Context: an optimization exercise on an open-source flow, tuned for small area. The choices shown serve that exercise and are no tape-out recipe. Only simulation tests tie the RTL to the original design; equivalence was not proved. Power is estimated from default activity; no workload was simulated.

## flow/design.v (module list and top-level ports; edited modules follow where they fit)
// module sprite_rom: 857 lines
// module colour_out: 142 lines
// module tile_rom: 285 lines
// module vga_controller: 29 lines
// module rca: 15 lines
// module color_mapper: 67 lines
// module wal_video: 85 lines
module wal_video (
    input  logic        clk,
    input  logic        rst,         
    input  logic        reg_we,
    input  logic [3:0]  reg_addr,    
    input  logic [31:0] reg_wdata,
    output logic [11:0] vram_addr,
    input  logic [31:0] vram_rdata,
    output logic        hs,
    output logic        vs,
    output logic        vde,
    output logic [3:0]  red,
    output logic [3:0]  green,
    output logic [3:0]  blue
);
  // ...
==> flow/flow/run.sh <==
#!/bin/bash
# Own layout flow: the standard layout (standard.sh), except that
#  - synthesis maps the combinational logic with an area-oriented ABC script
#    (flow/area.script); everything else in synthesis, including the
#    registers, is the standard synthesis (flow/my_synth.tcl is
#    synth_recipe.tcl with the abc call's script swapped);
#  - synthesis leaves adders to ABC instead of mapping them to the
#    library's full/half-adder cells (ADDER_MAP_FILE empty);
#  - port buffers are the smallest buffer (sky130_fd_sc_hd__buf_1);
#  - clock tree synthesis without dummy loads (CTS_ARGS: the standard
#    arguments with CTS_CLUSTER_SIZE / CTS_CLUSTER_DIAMETER from config.mk,
#    plus -dont_use_dummy_load).
set -euo pipefail
W=$(pwd)
F=$W/flow
sed "s#SYNTH_SCRIPT=[^ ]*#SYNTH_SCRIPT=$F/my_synth.tcl#" standard.sh > $W/my_standard.sh
grep -q "SYNTH_SCRIPT=$F/my_synth.tcl" $W/my_standard.sh
export MY_ABC_SCRIPT=$F/area.script
export ADDER_MAP_FILE=
export BUFFER_PORTS_ARGS="-buffer_cell sky130_fd_sc_hd__buf_1"
export CTS_ARGS="-sink_clustering_enable -repair_clock_nets -sink_clustering_size 24 -sink_clustering_max_diameter 70 -dont_use_dummy_load"
bash $W/my_standard.sh finish > $W/flow_make.log 2>&1
==> flow/flow/area.script <==
strash
ifraig
scorr
dc2
dch -f
amap -m -F 2 -A 6
strash
dch -f
amap -m -F 2 -A 6
strash
dch -f
amap -m -F 2 -A 6
topo
==> flow/flow/my_synth.tcl <==
proc synth {args} { yosys synth -nofsm -noshare {*}$args }
proc abc {args} {
  set i [lsearch -exact $args -script]
  if {$i >= 0} { set args [lreplace $args $i [expr {$i+1}] -script $::env(MY_ABC_SCRIPT)] }
  yosys abc {*}$args
}
source $::env(SCRIPTS_DIR)/synth.tcl
# left out here: clear keep_hierarchy, flatten, clean up, hide names made inside functions, write 1_2_yosys.v
==> flow/standard.sh <==
#!/bin/bash
# synth_recipe.tcl (not shown) runs the flow's synth.tcl, then flattens the netlist and writes it again
# the make line also repeats each setting of config.mk as NAME=value (left out here)
make -C /OpenROAD-flow-scripts/flow DESIGN_CONFIG=/design/flow/config.mk WORK_HOME=/design/flow/orfs CLKGATE_MAP_FILE= SYNTH_SCRIPT=/design/flow/synth_recipe.tcl "${@:-finish}"
==> flow/config.mk <==
export PLATFORM = sky130hd
export DESIGN_NAME = wal_video
export DESIGN_NICKNAME = wal_video
export VERILOG_FILES = /design/flow/design.v
export SDC_FILE = /design/flow/constraint.sdc
export NUM_CORES = 4
export LEC_CHECK = 0
export ABC_AREA = 1
export CAP_MARGIN = 20
export CORE_MARGIN = 2
export CORE_UTILIZATION = 40
export CTS_CLUSTER_DIAMETER = 70
export CTS_CLUSTER_SIZE = 24
export PLACE_DENSITY = 0.95
export SLEW_MARGIN = 20
export SYNTH_MEMORY_MAX_BITS = 32768
==> flow/constraint.sdc <==
create_clock -name core_clock -period 18.0 [get_ports {clk}]
set_input_delay 3.6000 -clock core_clock [delete_from_list [all_inputs] [get_ports {clk}]]
set_output_delay 3.6000 -clock core_clock [all_outputs]
set_load 0.01 [all_outputs]
==> impl_results.md, run 1 <==
* Status: finished clean
* Via count at ~15000
* Sequential power share at 56.8%
* Hold WS at 0.535 ns
* Fraction of area in registers at 43.1%
* Area of the multi-input gates at approximately 0.0065 sq mm
* Clock buf count at 15
* Most frequent cells in the layout: 262 x nor2_1, 228 x edfxtp_1, 171 x buf_4, 151 x clkinv_1, 144 x o21ai_0
* Setup crit end: red[0]
* Post-synthesis adder-cell area fraction at 0%
* Clock share of power at roughly 29%
* PD cells at 67.3 mW/mm^2
* Non-filler cells, final at around 2300
* Final setup fails at 0
* Yosys cell types at 51
* Max FFs per register at 100
* H-tree depth at 1
* Overall Power at 1140 uW
* Finished layout cell area at about 0.017 sq mm
* Multi-input combinational area share at a little under two fifths
* Signal inverters at 154
* Internal power at about 850 uW
* CORE AREA at between 0.03 and 0.04 sq mm
* Final Hold Fails at 0
* Tap cells at ~460
* CP arrival at around 13 ns
* Critical-path top delay cell: a2111oi_0
* CTS sink count at 250
* Synth area leader: edfxtp_1
* DP Cell Count at roughly 2300
* Io pins at slightly below 100
* XOR/XNOR Fraction of Synth Area at less than 1%
* WP depth at 66
* Top-count cell post-synth: nor2_1
* Largest family of logic cells by synthesized area: compound AO/OA/AOI/OAI gates
* Worst r2r path cells at 18
* Total track usage at about 28%
* Tcrit/Tclk final at 94.8%
* Die W at approximately 190 microns
==> run 2: changes to the inputs <==
--- a/flow/config.mk
+++ b/flow/config.mk
@@ -6,11 +6,11 @@
 export NUM_CORES = 4
 export LEC_CHECK = 0
 export ABC_AREA = 1
-export CAP_MARGIN = 20
+export CAP_MARGIN = 5
 export CORE_MARGIN = 2
 export CORE_UTILIZATION = 40
 export CTS_CLUSTER_DIAMETER = 70
 export CTS_CLUSTER_SIZE = 24
-export PLACE_DENSITY = 0.95
-export SLEW_MARGIN = 20
+export PLACE_DENSITY = 0.9
+export SLEW_MARGIN = 5
 export SYNTH_MEMORY_MAX_BITS = 32768
==> impl_results.md, run 2 <==
* Final wirelength at roughly 50 mm
* Mapped cell area at roughly 0.014 sq mm
* HPWL after detailed placement at ~36 mm
* TritonCTS Buffers at 15
* Fin. max-slew vios at 0
* Worst path most repeated cell: nor2_1
* Fill count at ~3200
* Vias in the first global route at 13976
* Initial Util at around two fifths
* Rows at approximately 70
* Commonest cells post-synth: 263 x nor2_1, 228 x edfxtp_1, 154 x clkinv_1, 152 x o21ai_0, 136 x o22ai_1
* Post-Route Setup TNS at 0 ns
* Port bufs at 93
* Area Growth Syn to Fin at 17.2%
* Startpoint Class: register
* Max FFs per register at 100 (unchanged)
* Main synth FF type: edfxtp_1
* DIE HEIGHT at ~190 microns
* CP Data Required Time at between 10 and 15 ns
* Largest cells by area after synthesis: edfxtp_1 48%, nor2_1 6.9%, o22ai_1 6.0%, o21ai_0 5.4%, a21oi_1 4.4%
* CP arrival at 13.45 ns (about the same)
* Top-count cell post-synth: nor2_1
* Synth area leader: edfxtp_1
* Finished layout cell area at 0.0166 sq mm (-1.5%)
* Avg Synthesized Cell Area at ~9.1 sq um
* Io pins at 98 (unchanged)
* Initial antenna violation count at 0
* Max clock buf depth at 3
* Max Clock Freq at roughly 59 MHz
* Clock root cell: clkbuf_16
* Vias per inst at 6.47
* CP endpoint kind: output port
* Pre-antenna DRT Iters at 9
* Crit Path Class: register to output port
* Die footprint at around 0.037 sq mm
* N_diodes at 0
* Seq. cell area at approximately 0.0073 sq mm
* Leak at 0.00540 uW
* Die W at 192 microns (unchanged)
* Tcrit/Tclk final at 94.7% (about the same)
* Post-Syn Instances at between 1500 and 2000
* Placed cell areas at ~0.016 sq mm
* Largest net degree at the start of global routing at 25
* DR iter-0 viols at ~2200
* Via count at 14636 (-5.0%)
* Total track usage at 26.3% (-2.0 points)
* PD cells at 67.6 mW/mm^2 (+0.45%)
* Congestion Overflow GR at 0
* Fin Clk Skew at between 0.02 and 0.025 ns
* First-pass GRT wire length at between 70 and 80 mm
* Yosys top cell area share at approximately 48%
* Min-Delay Path Class: register to register
* CORE AREA at 0.0353 sq mm (unchanged)
* Slew @ Worst Pin at between 1 and 1.5 ns
* Sequential fraction of the synthesis area at 51.3%
* Layout cells sized above 1 at 10.1%
* Final ANT Viol Nets at 0
* Detailed-route DRC error count at 0
* EDFF count, synth at 228
* Syn_nets at 1630
* Worst Path Max Fanout at 19
* CTS sink count at 250 (unchanged)
* Max cap viols at 0
* Clock latency (worst-skew pair) at around 0.5 ns
* Hold WS at 0.536 ns (+0.00139 ns)
* Bufs and invs on worst path at 14
* Synth Warn # at 3
* Synth Register Bits at between 200 and 300
* Clk pin slew, worst setup/hold paths at approximately 0.09 ns
* Max_slew headroom at between 10% and 20%
* Status: finished clean
* Final setup fails at 0 (unchanged)
* Commonest non-fill, non-tap cell in the layout: nor2_1
* Fin crit period at about 17 ns
* Critical-path top delay cell: or4_1
* Crit-path max cell delay at roughly 0.5 ns
* Top Registers: sx x100, sy x90, ty x30
* Routed len/inst at approximately 22 microns
* Ys async rst share at 0%
* Yosys cell types at 51 (unchanged)
* Critical path's top delay family: compound AO/OA/AOI/OAI gates
* CTS tree: done
* Most frequent cells in the layout: 263 x nor2_1, 228 x edfxtp_1, 150 x clkinv_1, 147 x o21ai_0, 137 x buf_4
* Max IR drop VDD at around 0.000054 V
* Most flops, register: sx
* Unrepaired setup endpoints after global routing: false
* Gp weighted congestion at between 0.9 and 1
* Final Hold Fails at 0 (unchanged)
* Layout Nets at 1874
* H-tree depth at 1 (unchanged)
* Area of the multi-input gates at 0.00643 sq mm (-0.27%)
run 2: cell counts after synthesis:
Identical to the previous run, type by type.
run 2: final cells by class:
class	instances	share of cell area (%)
inverters	154	3.56
multi-input cells	1152	38.6
clock buffers	15	2.25
well taps	461	3.46
flip-flops and latches	250	43.8
repair buffers	230	8.27
run 2: layer usage:
metal / global-route usage, % / up-vias / share of wire [%]
met3: 6.46 / 233 / 14
li1: - / 6526 / -
met4: 11.5 / 0 / 4.5
met1: 33.2 / 6726 / 36
met5: 0 / - / 0
met2: 42.9 / 1151 / 45
run 2: path summary, 6_finish.rpt:
check,to,cells after the start,slack [ns],start
max,red[0],74,0.95,vga.x[1]
min,vga.y[9],2,0.54,vga.y[9]
max reg2reg,vga.y[9],18,14.17,vga.x[0]
min reg2reg,vga.y[9],2,0.54,vga.y[9]
run 2: cell families after synthesis:
| group | synth area share, % |
|---|---|
| compound gates | 28.4 |
| flops | 51.3 |
| simple gates | 15.2 |
| xor+xnor | 0.925 |
| buf+inv | 4.23 |
run 2: tightest hold or removal path: stages, from the launching register on:
cell and delay [ns]:
dfxtp_1 0.35, clkinv_1 0.07, o22ai_1 0.07
run 2: what timing repair did:
| item | CTS | global route |
|---|---|---|
| setup endpoints to repair | 0 | 9 |
| gates resized for setup | 0 | 26 |
| hold buffers | 0 | 0 |
| setup buffers | 0 | 0 |
run 2: where the power goes:
part / internal [uW] / switching, uW / total, uW / leakage, uW
registers: 640 / 6.54 / 646 / 0.00224
clock network: 150 / 179 / 329 / 0.000185
logic: 53.3 / 97.3 / 151 / 0.00297
total: 843 / 283 / 1130 / 0.00540
run 2: metrics by stage:
| stage | total power [uW] | worst slack, ns | cells | utilization (%) |
|---|---|---|---|---|
| 5_1_grt | 1160 | 0.00353 | 2262 | 47.2 |
| 3_3_place_gp | 800 | 1.53 | 2247 | 45.9 |
| 2_1_floorplan | 735 | 1.88 | 1559 | - |
| 6_report | 1130 | 0.955 | 2262 | 47.2 |
| 3_5_place_dp | 803 | 1.33 | 2247 | 45.9 |
| 4_1_cts | 1120 | 0.649 | 2262 | 46.9 |
==> run 3: changes to the inputs <==
--- a/flow/config.mk
+++ b/flow/config.mk
@@ -6,11 +6,11 @@
 export NUM_CORES = 4
 export LEC_CHECK = 0
 export ABC_AREA = 1
-export CAP_MARGIN = 5
+export CAP_MARGIN = 0
 export CORE_MARGIN = 2
 export CORE_UTILIZATION = 40
 export CTS_CLUSTER_DIAMETER = 70
 export CTS_CLUSTER_SIZE = 24
 export PLACE_DENSITY = 0.9
-export SLEW_MARGIN = 5
+export SLEW_MARGIN = 0
 export SYNTH_MEMORY_MAX_BITS = 32768
==> impl_results.md, run 3 <==
* CTS Hold Bufs at 0 (unchanged)
* Avg Synthesized Cell Area at 9.11 sq um (unchanged)
* Max IR drop VDD at 0.0000544 V (unchanged)
* DIE HEIGHT at 192 microns (unchanged)
* Fin Clk Skew at 0.0202 ns (unchanged)
* Routed len/inst at 22.0 microns (unchanged)
* Rows at 69 (unchanged)
* Final setup fails at 0 (unchanged)
* CP Data Required Time at 14.40 ns (about the same)
* Min-Delay Path Class: register to register
* Tcrit/Tclk final at 94.7% (unchanged)
* Met2 global-route usage at 42.9% (unchanged)
* Status: finished clean
* Final ANT Viol Nets at 0 (unchanged)
* Clock root cell: clkbuf_16
* Final Hold Fails at 0 (unchanged)
* Finished layout cell area at 0.0166 sq mm (unchanged)
* Crit-path max cell delay at 0.50 ns (about the same)
* PD cells at 67.6 mW/mm^2 (unchanged)
* HPWL after detailed placement at 36.1 mm (unchanged)
* GRT met3 Usage at 6.46% (unchanged)
* Layout cells sized above 1 at 10.1% (unchanged)
* Yosys top cell area share at 48.2% (unchanged)
* Area Growth Syn to Fin at 17.2% (unchanged)
* Commonest cells post-synth: 263 x nor2_1, 228 x edfxtp_1, 154 x clkinv_1, 152 x o21ai_0, 136 x o22ai_1
* Top Registers: sx x100, sy x90, ty x30
* CP arrival at 13.45 ns (about the same)
* Layout Nets at 1874 (unchanged)
* GRT busiest layer: met2
* Commonest non-fill, non-tap cell in the layout: nor2_1
* Vias in the first global route at 13976 (unchanged)
* Grt met1 use at 33.2% (unchanged)
* H-tree depth at 1 (unchanged)
* Mapped cell area at 0.0142 sq mm (unchanged)
* Max_slew headroom at 16.4% (unchanged)
* Fill count at 3198 (unchanged)
* Die W at 192 microns (unchanged)
* Post-Route Setup TNS at 0 ns (unchanged)
* Placed cell areas at 0.0162 sq mm (unchanged)
* Unrepaired setup endpoints after global routing: false
* Clk pin slew, worst setup/hold paths at 0.09 ns (about the same)
* Final wirelength at 49.9 mm (unchanged)
* Most frequent cells in the layout: 263 x nor2_1, 228 x edfxtp_1, 150 x clkinv_1, 147 x o21ai_0, 137 x buf_4
* Leak at 0.00540 uW (unchanged)
* Die footprint at 0.0370 sq mm (unchanged)
* Crit Path Class: register to output port
* Max cap viols at 0 (unchanged)
* Top-count cell post-synth: nor2_1
* Total track usage at 26.3% (unchanged)
* Max Clock Freq at 58.7 MHz (unchanged)
* Most flops, register: sx
* Fin crit period at 17.05 ns (unchanged)
* Clock latency (worst-skew pair) at 0.49 ns (about the same)
* Post-Syn Instances at 1559 (unchanged)
* Synth Warn # at 3 (unchanged)
* Fin. max-slew vios at 0 (unchanged)
* DR iter-0 viols at 2222 (unchanged)
* Startpoint Class: register
* Worst path most repeated cell: nor2_1
* Slew @ Worst Pin at 1.24 ns (unchanged)
* Syn_nets at 1630 (unchanged)
* Ys async rst share at 0% (unchanged)
* Via count at 14636 (unchanged)
* Seq. cell area at 0.00729 sq mm (unchanged)
* CP endpoint kind: output port
* Synth Register Bits at 250 (unchanged)
* Congestion Overflow GR at 0 (unchanged)
* N_diodes at 0 (unchanged)
* CORE AREA at 0.0353 sq mm (unchanged)
* Vias per inst at 6.47 (unchanged)
* Max FFs per register at 100 (unchanged)
* CTS tree: done
* Gp weighted congestion at 0.985 (unchanged)
* Initial antenna violation count at 0 (unchanged)
* Largest cells by area after synthesis: edfxtp_1 48%, nor2_1 6.9%, o22ai_1 6.0%, o21ai_0 5.4%, a21oi_1 4.4%
* Largest net degree at the start of global routing at 25 (unchanged)
* Yosys cell types at 51 (unchanged)
* EDFF count, synth at 228 (unchanged)
* Postcts setup bufs at 0 (unchanged)
* Initial Util at 40.2% (unchanged)
* Critical-path top delay cell: or4_1
* Port bufs at 93 (unchanged)
* Detailed-route DRC error count at 0 (unchanged)
* Synth area leader: edfxtp_1
* TritonCTS Buffers at 15 (unchanged)
* Pre-antenna DRT Iters at 9 (unchanged)
* First-pass GRT wire length at 75.6 mm (unchanged)
* Io pins at 98 (unchanged)
* Sequential fraction of the synthesis area at 51.3% (unchanged)
* CTS sink count at 250 (unchanged)
* Area of the multi-input gates at 0.00643 sq mm (unchanged)
* Worst Path Max Fanout at 19 (unchanged)
* Main synth FF type: edfxtp_1
* Max clock buf depth at 3 (unchanged)
-- run 3: cell counts after synthesis --
Identical to the previous run, type by type.
-- run 3: through the flow --
stage	cells	util [%]	worst slack, ns	total power (uW)	hold WS, ns
finish	2262	47.2	0.955	1130	0.536
global route	2262	47.2	0.00353	1160	0.585
CTS	2262	46.9	0.649	1120	0.542
detailed placement	2247	45.9	1.33	803	0.525
global placement	2247	45.9	1.53	800	0.516
floorplan	1559	-	1.88	735	0.481
-- run 3: cell type report --
type	instances	area share, %
clock buffers	15	2.25
inverters	154	3.56
multi-input cells	1152	38.6
flip-flops and latches	250	43.8
well taps	461	3.46
repair buffers	230	8.27
-- run 3: final timing paths --
path,start,end,slack (ns),cells after the start
worst max-delay path,vga.x[1],red[0],0.95,74
worst min-delay path,vga.y[9],vga.y[9],0.54,2
worst max register to register,vga.x[0],vga.y[9],14.17,18
worst min register to register,vga.y[9],vga.y[9],0.54,2
-- run 3: timing repair --
item,4_1_cts,5_1_grt
hold endpoints to repair,0,0
gates resized for setup,0,26
endpoints found under the setup margin,0,9
-- run 3: layer usage --
metal  part of all wire [%]  vias to the layer above
li1                       -                     6526
met1                     36                     6726
met2                     45                     1151
met3                     14                      233
met4                    4.5                        0
met5                      0                        -
-- run 3: cells by family after synthesis --
| kind of cell | synth area share, % |
|---|---|
| buffers and inverters | 4.23 |
| AO/OA/AOI/OAI | 28.4 |
| flip-flops | 51.3 |
| AND/OR/NAND/NOR | 15.2 |
| XOR/XNOR | 0.925 |
-- run 3: report_power, final --
part	leakage [uW]	switching [uW]	internal, uW
registers	0.00224	6.54	640
logic	0.00297	97.3	53.3
clock network	0.000185	179	150
total	0.00540	283	843
-- run 3: critical path, delay by kind of cell, from the launching register on --
family	cells	cell delay, ns
AO/OA/AOI/OAI	37	6.41
buffers and inverters	14	2.15
flip-flops	1	0.45
AND/OR/NAND/NOR	23	3.92

re-timing with driven ports:
The results above use ideal ports. As a check the final layouts listed here were re-extracted and re-timed, cells and wires unchanged.
Step 1 sets driving cells, clkbuf_16 on the clock port and buf_2 on the other inputs (assumed; they add their load-dependent delay and slew).
Step 2 times the ports against the registers' clock, not the clock port: input delays grow and output delays shrink by t, the midpoint of the rising clock arrivals with the driver on.
a / b / c = ideal / step 1 / step 2; a / b = the first two.
run	shift t [ns]	setup slack, ns	worst hold slack (ns)
run 1	0.520	0.940 / 0.894 / 1.413	0.535 / 0.535 / 0.535
run 2	0.527	0.955 / 0.912 / 1.439	0.536 / 0.536 / 0.536
run 3	0.527	0.955 / 0.912 / 1.439	0.536 / 0.536 / 0.536
After both steps every run listed still meets setup and hold.
